What follows belongs to an exercise in optimizing a design on an open flow for small area, a short achievable clock period and few clock cycles; a production flow would make more cautious choices.
Only simulation tests tie the RTL to the original design; equivalence was not proved.

==> flow/design.v (excerpt) <==
module MyDesign (
  input   wire dut_run,
  output  reg  dut_busy,
  input   wire reset_b,
  input   wire clk,
  output wire        input_sram_write_enable,
  output wire [11:0] input_sram_write_addresss,
  output wire [15:0] input_sram_write_data,
  output reg  [11:0] input_sram_read_address,
  input  wire [15:0] input_sram_read_data,
  output reg         output_sram_write_enable,
  output reg  [11:0] output_sram_write_addresss,
  output reg  [15:0] output_sram_write_data,
  output wire [11:0] output_sram_read_address,
  input  wire [15:0] output_sram_read_data,
  output reg         scratchpad_sram_write_enable,
  output wire [11:0] scratchpad_sram_write_addresss,
  output wire [15:0] scratchpad_sram_write_data,
  output wire [11:0] scratchpad_sram_read_address,
  input  wire [15:0] scratchpad_sram_read_data,
  output wire        weights_sram_write_enable,
  output wire [11:0] weights_sram_write_addresss,
  output wire [15:0] weights_sram_write_data,
  output wire [11:0] weights_sram_read_address,
  input  wire [15:0] weights_sram_read_data
);
Size: about 230 I/O pins, roughly 48000 µm² of cells after synthesis.
export LEC_CHECK = 0
export ABC_AREA = 1
export CAP_MARGIN = 50
export CORE_MARGIN = 2
export CORE_UTILIZATION = 60
export CTS_BUF_LIST = sky130_fd_sc_hd__clkbuf_16
export CTS_CLUSTER_DIAMETER = 120
export CTS_CLUSTER_SIZE = 30
export SLEW_MARGIN = 70
create_clock -name core_clock -period 10.0 [get_ports {clk}]
standard.sh (not shown) runs the stock make flow with config.mk's settings and CLKGATE_MAP_FILE= SYNTH_SCRIPT=/design/flow/synth_recipe.tcl, a recipe that flattens the netlist after the stock synthesis.
==> flow/flow/run.sh <==
#!/bin/bash
# Standard layout, with one netlist pass between synthesis and floorplan:
# flow/polarity.py removes inverters between full adders (a full adder is
# self-dual, so it can take its inputs in the other polarity). Registers and
# all other logic stay as the standard synthesis made them. Every port still
# gets a buffer, of a faster cell (buf_2) than the one buffer_ports picks.
set -uo pipefail
W=$PWD
R=$W/orfs/results/$FLOW_PLATFORM/MyDesign/base
LIB=$FLOW_HOME/platforms/$FLOW_PLATFORM/lib/sky130_fd_sc_hd__tt_025C_1v80.lib

bash standard.sh synth > $W/synth.log 2>&1 || { echo "synthesis failed"; exit 1; }

cp $R/1_2_yosys.v $W/1_2_yosys.standard.v
if python3 flow/polarity.py $W/1_2_yosys.standard.v $W/1_2_yosys.polarity.v "$LIB" > $W/polarity.log 2>&1; then
  # the synthesis netlist is now newer than 1_synth.odb: make rebuilds it
  cp $W/1_2_yosys.polarity.v $R/1_2_yosys.v
  echo "polarity pass applied"
else
  echo "polarity pass failed, keeping the standard netlist"
fi

bash standard.sh "BUFFER_PORTS_ARGS=-buffer_cell sky130_fd_sc_hd__buf_2" finish > $W/finish.log 2>&1 || { echo "layout failed"; exit 1; }
Other scripts of this flow, unchanged in this note and not shown: flow/flow/polarity.py
Testbench counts at the start, summed over its fixed seeds: cycles 34,066.
Next try:
CTS_CLUSTER_DIAMETER = 80   (was 120)
CTS_CLUSTER_SIZE = 16   (was 30)
Hold slack got worse by 14 ps.
Clock skew falls by 4.4 ps.
Global-route usage rises by 0.33 points.
Setup slack improved by 25 ps.
Maximum frequency rises by about 0.8%.
Non-clock buffer count rises by 2.
Final area rises by 1.4%.
Next try:
GPL_TIMING_DRIVEN = 1   (was not set)
After rerunning: The changed run completed without violations. Synthesized cell count stays the same. Design area is unchanged. Worst setup slack stays the same. Clock-buffer cell count does not change.
Next try:
CTS_CLUSTER_DIAMETER = 100   (was 80)
CTS_CLUSTER_SIZE = 24   (was 16)
GPL_TIMING_DRIVEN = not set   (was 1)
Outcome:
- worst hold slack gets better by 9.2 ps
- worst setup slack gets worse by 10 ps
- synthesized area does not change
- cell count stays flat

* * *

Setup of run a:
MyDesign, a different RTL version from the one above (not shown whole).
Size in the first run: ~610 flip-flops, about 230 I/O pins, ~47000 sq um of cells after synthesis.
// MyDesign
module MyDesign (
  input   wire dut_run,
  output  reg  dut_busy,
  input   wire reset_b,
  input   wire clk,
  output wire        input_sram_write_enable,
  output wire [11:0] input_sram_write_addresss,
  output wire [15:0] input_sram_write_data,
  output reg  [11:0] input_sram_read_address,
  input  wire [15:0] input_sram_read_data,
  output reg         output_sram_write_enable,
  output reg  [11:0] output_sram_write_addresss,
  output reg  [15:0] output_sram_write_data,
  output wire [11:0] output_sram_read_address,
  input  wire [15:0] output_sram_read_data,
  output reg         scratchpad_sram_write_enable,
  output wire [11:0] scratchpad_sram_write_addresss,
  output wire [15:0] scratchpad_sram_write_data,
  output wire [11:0] scratchpad_sram_read_address,
  input  wire [15:0] scratchpad_sram_read_data,
  output wire        weights_sram_write_enable,
  output wire [11:0] weights_sram_write_addresss,
  output wire [15:0] weights_sram_write_data,
  output wire [11:0] weights_sram_read_address,
  input  wire [15:0] weights_sram_read_data
);
Settings: LEC_CHECK=0, ABC_AREA=1, CAP_MARGIN=50, CORE_MARGIN=2, CORE_UTILIZATION=50, SETUP_SLACK_MARGIN=5, SLEW_MARGIN=70; clock period 10.0 ns.
run.sh (not shown) runs the stock make flow with config.mk's settings and CLKGATE_MAP_FILE= SYNTH_SCRIPT=/design/flow/synth_recipe.tcl, a recipe that flattens the netlist after the stock synthesis.
Stock flow here: none of the scripts above is used.
Run a finished every stage and its layout cleared the timing, design-rule and antenna checks.
Testbench counts of run a, summed over its fixed seeds: cycles 34,034.
### run a -> run b
Settings: removing SETUP_SLACK_MARGIN (formerly 5).
[summary]
- Run a → run b: post-synthesis mux area share was more or less identical; H-tree depth reported by CTS shows no meaningful change; amount of wire on met3 after detailed routing stayed essentially flat.

* * *

before:
RTL: one of the versions met above, not the one the previous note started from.
Size in the first run: about 4,700 cells after synthesis, roughly 48,000 µm² of cells after synthesis.
// MyDesign
module MyDesign (
  input   wire dut_run,
  output  reg  dut_busy,
  input   wire reset_b,
  input   wire clk,
  output wire        input_sram_write_enable,
  output wire [11:0] input_sram_write_addresss,
  output wire [15:0] input_sram_write_data,
  output reg  [11:0] input_sram_read_address,
  input  wire [15:0] input_sram_read_data,
  output reg         output_sram_write_enable,
  output reg  [11:0] output_sram_write_addresss,
  output reg  [15:0] output_sram_write_data,
  output wire [11:0] output_sram_read_address,
  input  wire [15:0] output_sram_read_data,
  output reg         scratchpad_sram_write_enable,
  output wire [11:0] scratchpad_sram_write_addresss,
  output wire [15:0] scratchpad_sram_write_data,
  output wire [11:0] scratchpad_sram_read_address,
  input  wire [15:0] scratchpad_sram_read_data,
  output wire        weights_sram_write_enable,
  output wire [11:0] weights_sram_write_addresss,
  output wire [15:0] weights_sram_write_data,
  output wire [11:0] weights_sram_read_address,
  input  wire [15:0] weights_sram_read_data
);
Settings: LEC_CHECK=0, ABC_AREA=1, CAP_MARGIN=50, CORE_MARGIN=2, CORE_UTILIZATION=65, CTS_BUF_LIST=sky130_fd_sc_hd__clkbuf_16, CTS_CLUSTER_DIAMETER=80, CTS_CLUSTER_SIZE=16, SLEW_MARGIN=70; clock period 10.0 ns.
standard.sh (not shown) runs the stock make flow with config.mk's settings and CLKGATE_MAP_FILE= SYNTH_SCRIPT=/design/flow/synth_recipe.tcl, a recipe that flattens the netlist after the stock synthesis.
Scripts as last shown in full above: flow/flow/run.sh
Other scripts of this flow, unchanged in this note and not shown: flow/flow/polarity.py
Testbench counts of before, summed over its fixed seeds: cycles 34,066.
What after does differently from before at the input level:
- CAP_MARGIN now 70, was 50
- CORE_UTILIZATION now 60, was 65
- SLEW_MARGIN now 85, was 70
## What came out
- Relative to before, after degrades worst slack at placement.
- The termination of the worst setup path comes out uo_r8_9 in one run and have in the other, namely in before and after respectively.
- Compared to before, after has number of vias after detailed routing 8.1% higher.
- In the flow results for before and after, the sequential cell area in the final layout is smaller on before.
- A cell with the biggest individual delay on the critical path of sky130_fd_sc_hd__fa_1 is what before shows, while sky130_fd_sc_hd__clkdlybuf4s50_1 belongs to after.
- Between before and after, the total wirelength of the detailed-routed design is lower for before.
- Compared to before, after has share of layout cells above drive strength 1 18 points higher.

* * *

Starting RTL as in the previous note.
## MyDesign
module MyDesign (
  input   wire dut_run,
  output  reg  dut_busy,
  input   wire reset_b,
  input   wire clk,
  output wire        input_sram_write_enable,
  output wire [11:0] input_sram_write_addresss,
  output wire [15:0] input_sram_write_data,
  output reg  [11:0] input_sram_read_address,
  input  wire [15:0] input_sram_read_data,
  output reg         output_sram_write_enable,
  output reg  [11:0] output_sram_write_addresss,
  output reg  [15:0] output_sram_write_data,
  output wire [11:0] output_sram_read_address,
  input  wire [15:0] output_sram_read_data,
  output reg         scratchpad_sram_write_enable,
  output wire [11:0] scratchpad_sram_write_addresss,
  output wire [15:0] scratchpad_sram_write_data,
  output wire [11:0] scratchpad_sram_read_address,
  input  wire [15:0] scratchpad_sram_read_data,
  output wire        weights_sram_write_enable,
  output wire [11:0] weights_sram_write_addresss,
  output wire [15:0] weights_sram_write_data,
  output wire [11:0] weights_sram_read_address,
  input  wire [15:0] weights_sram_read_data
);
  assign input_sram_write_enable   = 1'b0;
  assign input_sram_write_addresss = 12'h0;
  assign input_sram_write_data     = 16'h0;
  assign output_sram_read_address  = 12'h0;
  assign weights_sram_write_enable = 1'b0;
  assign weights_sram_write_addresss = 12'h0;
  assign weights_sram_write_data   = 16'h0;
  localparam M_IDLE = 2'd0, M_SIZE = 2'd1, M_PRE = 2'd2, M_STRIP = 2'd3;
  reg  [1:0] mode;
  reg        first;         
  reg        phi;           
  reg  [3:0] w;             
  reg  [3:0] s;             
  reg  [3:0] nh;            
  wire [4:0] hN = {nh, 1'b0};           
  wire [3:0] hNm1 = hN[3:0] - 4'd1;     
  wire       wlast = (w == hNm1);
  wire       slast = (s == hNm1);
  wire       endword = (input_sram_read_data == 16'hffff);
  reg        isend;         
  ...
==> flow/config.mk <==
export PLATFORM = sky130hd
export DESIGN_NAME = MyDesign
export DESIGN_NICKNAME = MyDesign
export VERILOG_FILES = /design/flow/design.v
export SDC_FILE = /design/flow/constraint.sdc
export NUM_CORES = 4
export LEC_CHECK = 0
export ABC_AREA = 1
export CAP_MARGIN = 50
export CORE_MARGIN = 2
export CORE_UTILIZATION = 60
export CTS_BUF_LIST = sky130_fd_sc_hd__clkbuf_16
export CTS_CLUSTER_DIAMETER = 80
export CTS_CLUSTER_SIZE = 16
export PLACE_DENSITY = 0.72
export SLEW_MARGIN = 70
==> flow/constraint.sdc <==
create_clock -name core_clock -period 10.0 [get_ports {clk}]
set_input_delay 2.0000 -clock core_clock [delete_from_list [all_inputs] [get_ports {clk}]]
set_output_delay 2.0000 -clock core_clock [all_outputs]
set_load 0.01 [all_outputs]
Scripts as last shown in full above: flow/flow/run.sh
Other scripts of this flow, unchanged in this note and not shown: flow/flow/polarity.py
Testbench counts at the start, summed over its fixed seeds: cycles 34,066.
Then changed:
- CAP_MARGIN: 50 -> 30
- PLACE_DENSITY: 0.72 -> default
- SLEW_MARGIN: 70 -> 50
The changed run finished clean.
Clock skew barely changes.
Global-route usage rose by 0.60 points.
Non-clock buffer count fell by 117.
Worst setup slack hardly moves.
Flip-flop and latch count does not change.
First-iteration DRC count fell by 5.2%.
Routed wire length rose by about 1.7%.
Sequential share of layout area barely changes.

-- static timing again, ports no longer ideal --
Ports are ideal in the flow. The routed layouts listed here were re-timed in OpenROAD.
Step 1, drivers: a clkbuf_16 drives clk and a buf_2 each remaining input, both assumed.
Step 2 times the ports against the registers' clock, not the clock port: input delays grow and output delays shrink by t, the midpoint of the rising clock arrivals with the driver on.
a / b / c = ideal ports / drivers / drivers and shift; a / b = the first two.
run	shift t [ns]	setup WS [ns]	worst register clock-pin slew, ns	worst data-port slew with drivers (ns)
the first run of note 1	0.724	6.767 / 6.698 / 6.483	0.12 / 0.12	0.05
the second run of note 1	0.706	6.792 / 6.720 / 6.472	0.08 / 0.08	0.05
the third run of note 1	0.706	6.792 / 6.720 / 6.472	0.08 / 0.08	0.05
the fourth run of note 1	0.688	6.781 / 6.712 / 6.472	0.11 / 0.11	0.05
run a	0.712	5.364 / 5.364 / 5.364	0.06 / 0.06	0.04
run b	0.712	5.364 / 5.364 / 5.364	0.06 / 0.06	0.04
before	0.707	6.796 / 6.732 / 6.301	0.08 / 0.08	0.03
after	0.719	5.832 / 5.881 / 5.163	0.09 / 0.09	0.04
the first run of note 4	0.698	6.751 / 6.681 / 6.411	0.08 / 0.08	0.04
the second run of note 4	0.691	6.752 / 6.681 / 6.331	0.08 / 0.08	0.04
After both steps every run listed still meets setup and hold. The setup slack of after, which loses most, moves by +0.049 ns with the drivers and by -0.669 ns with both steps.
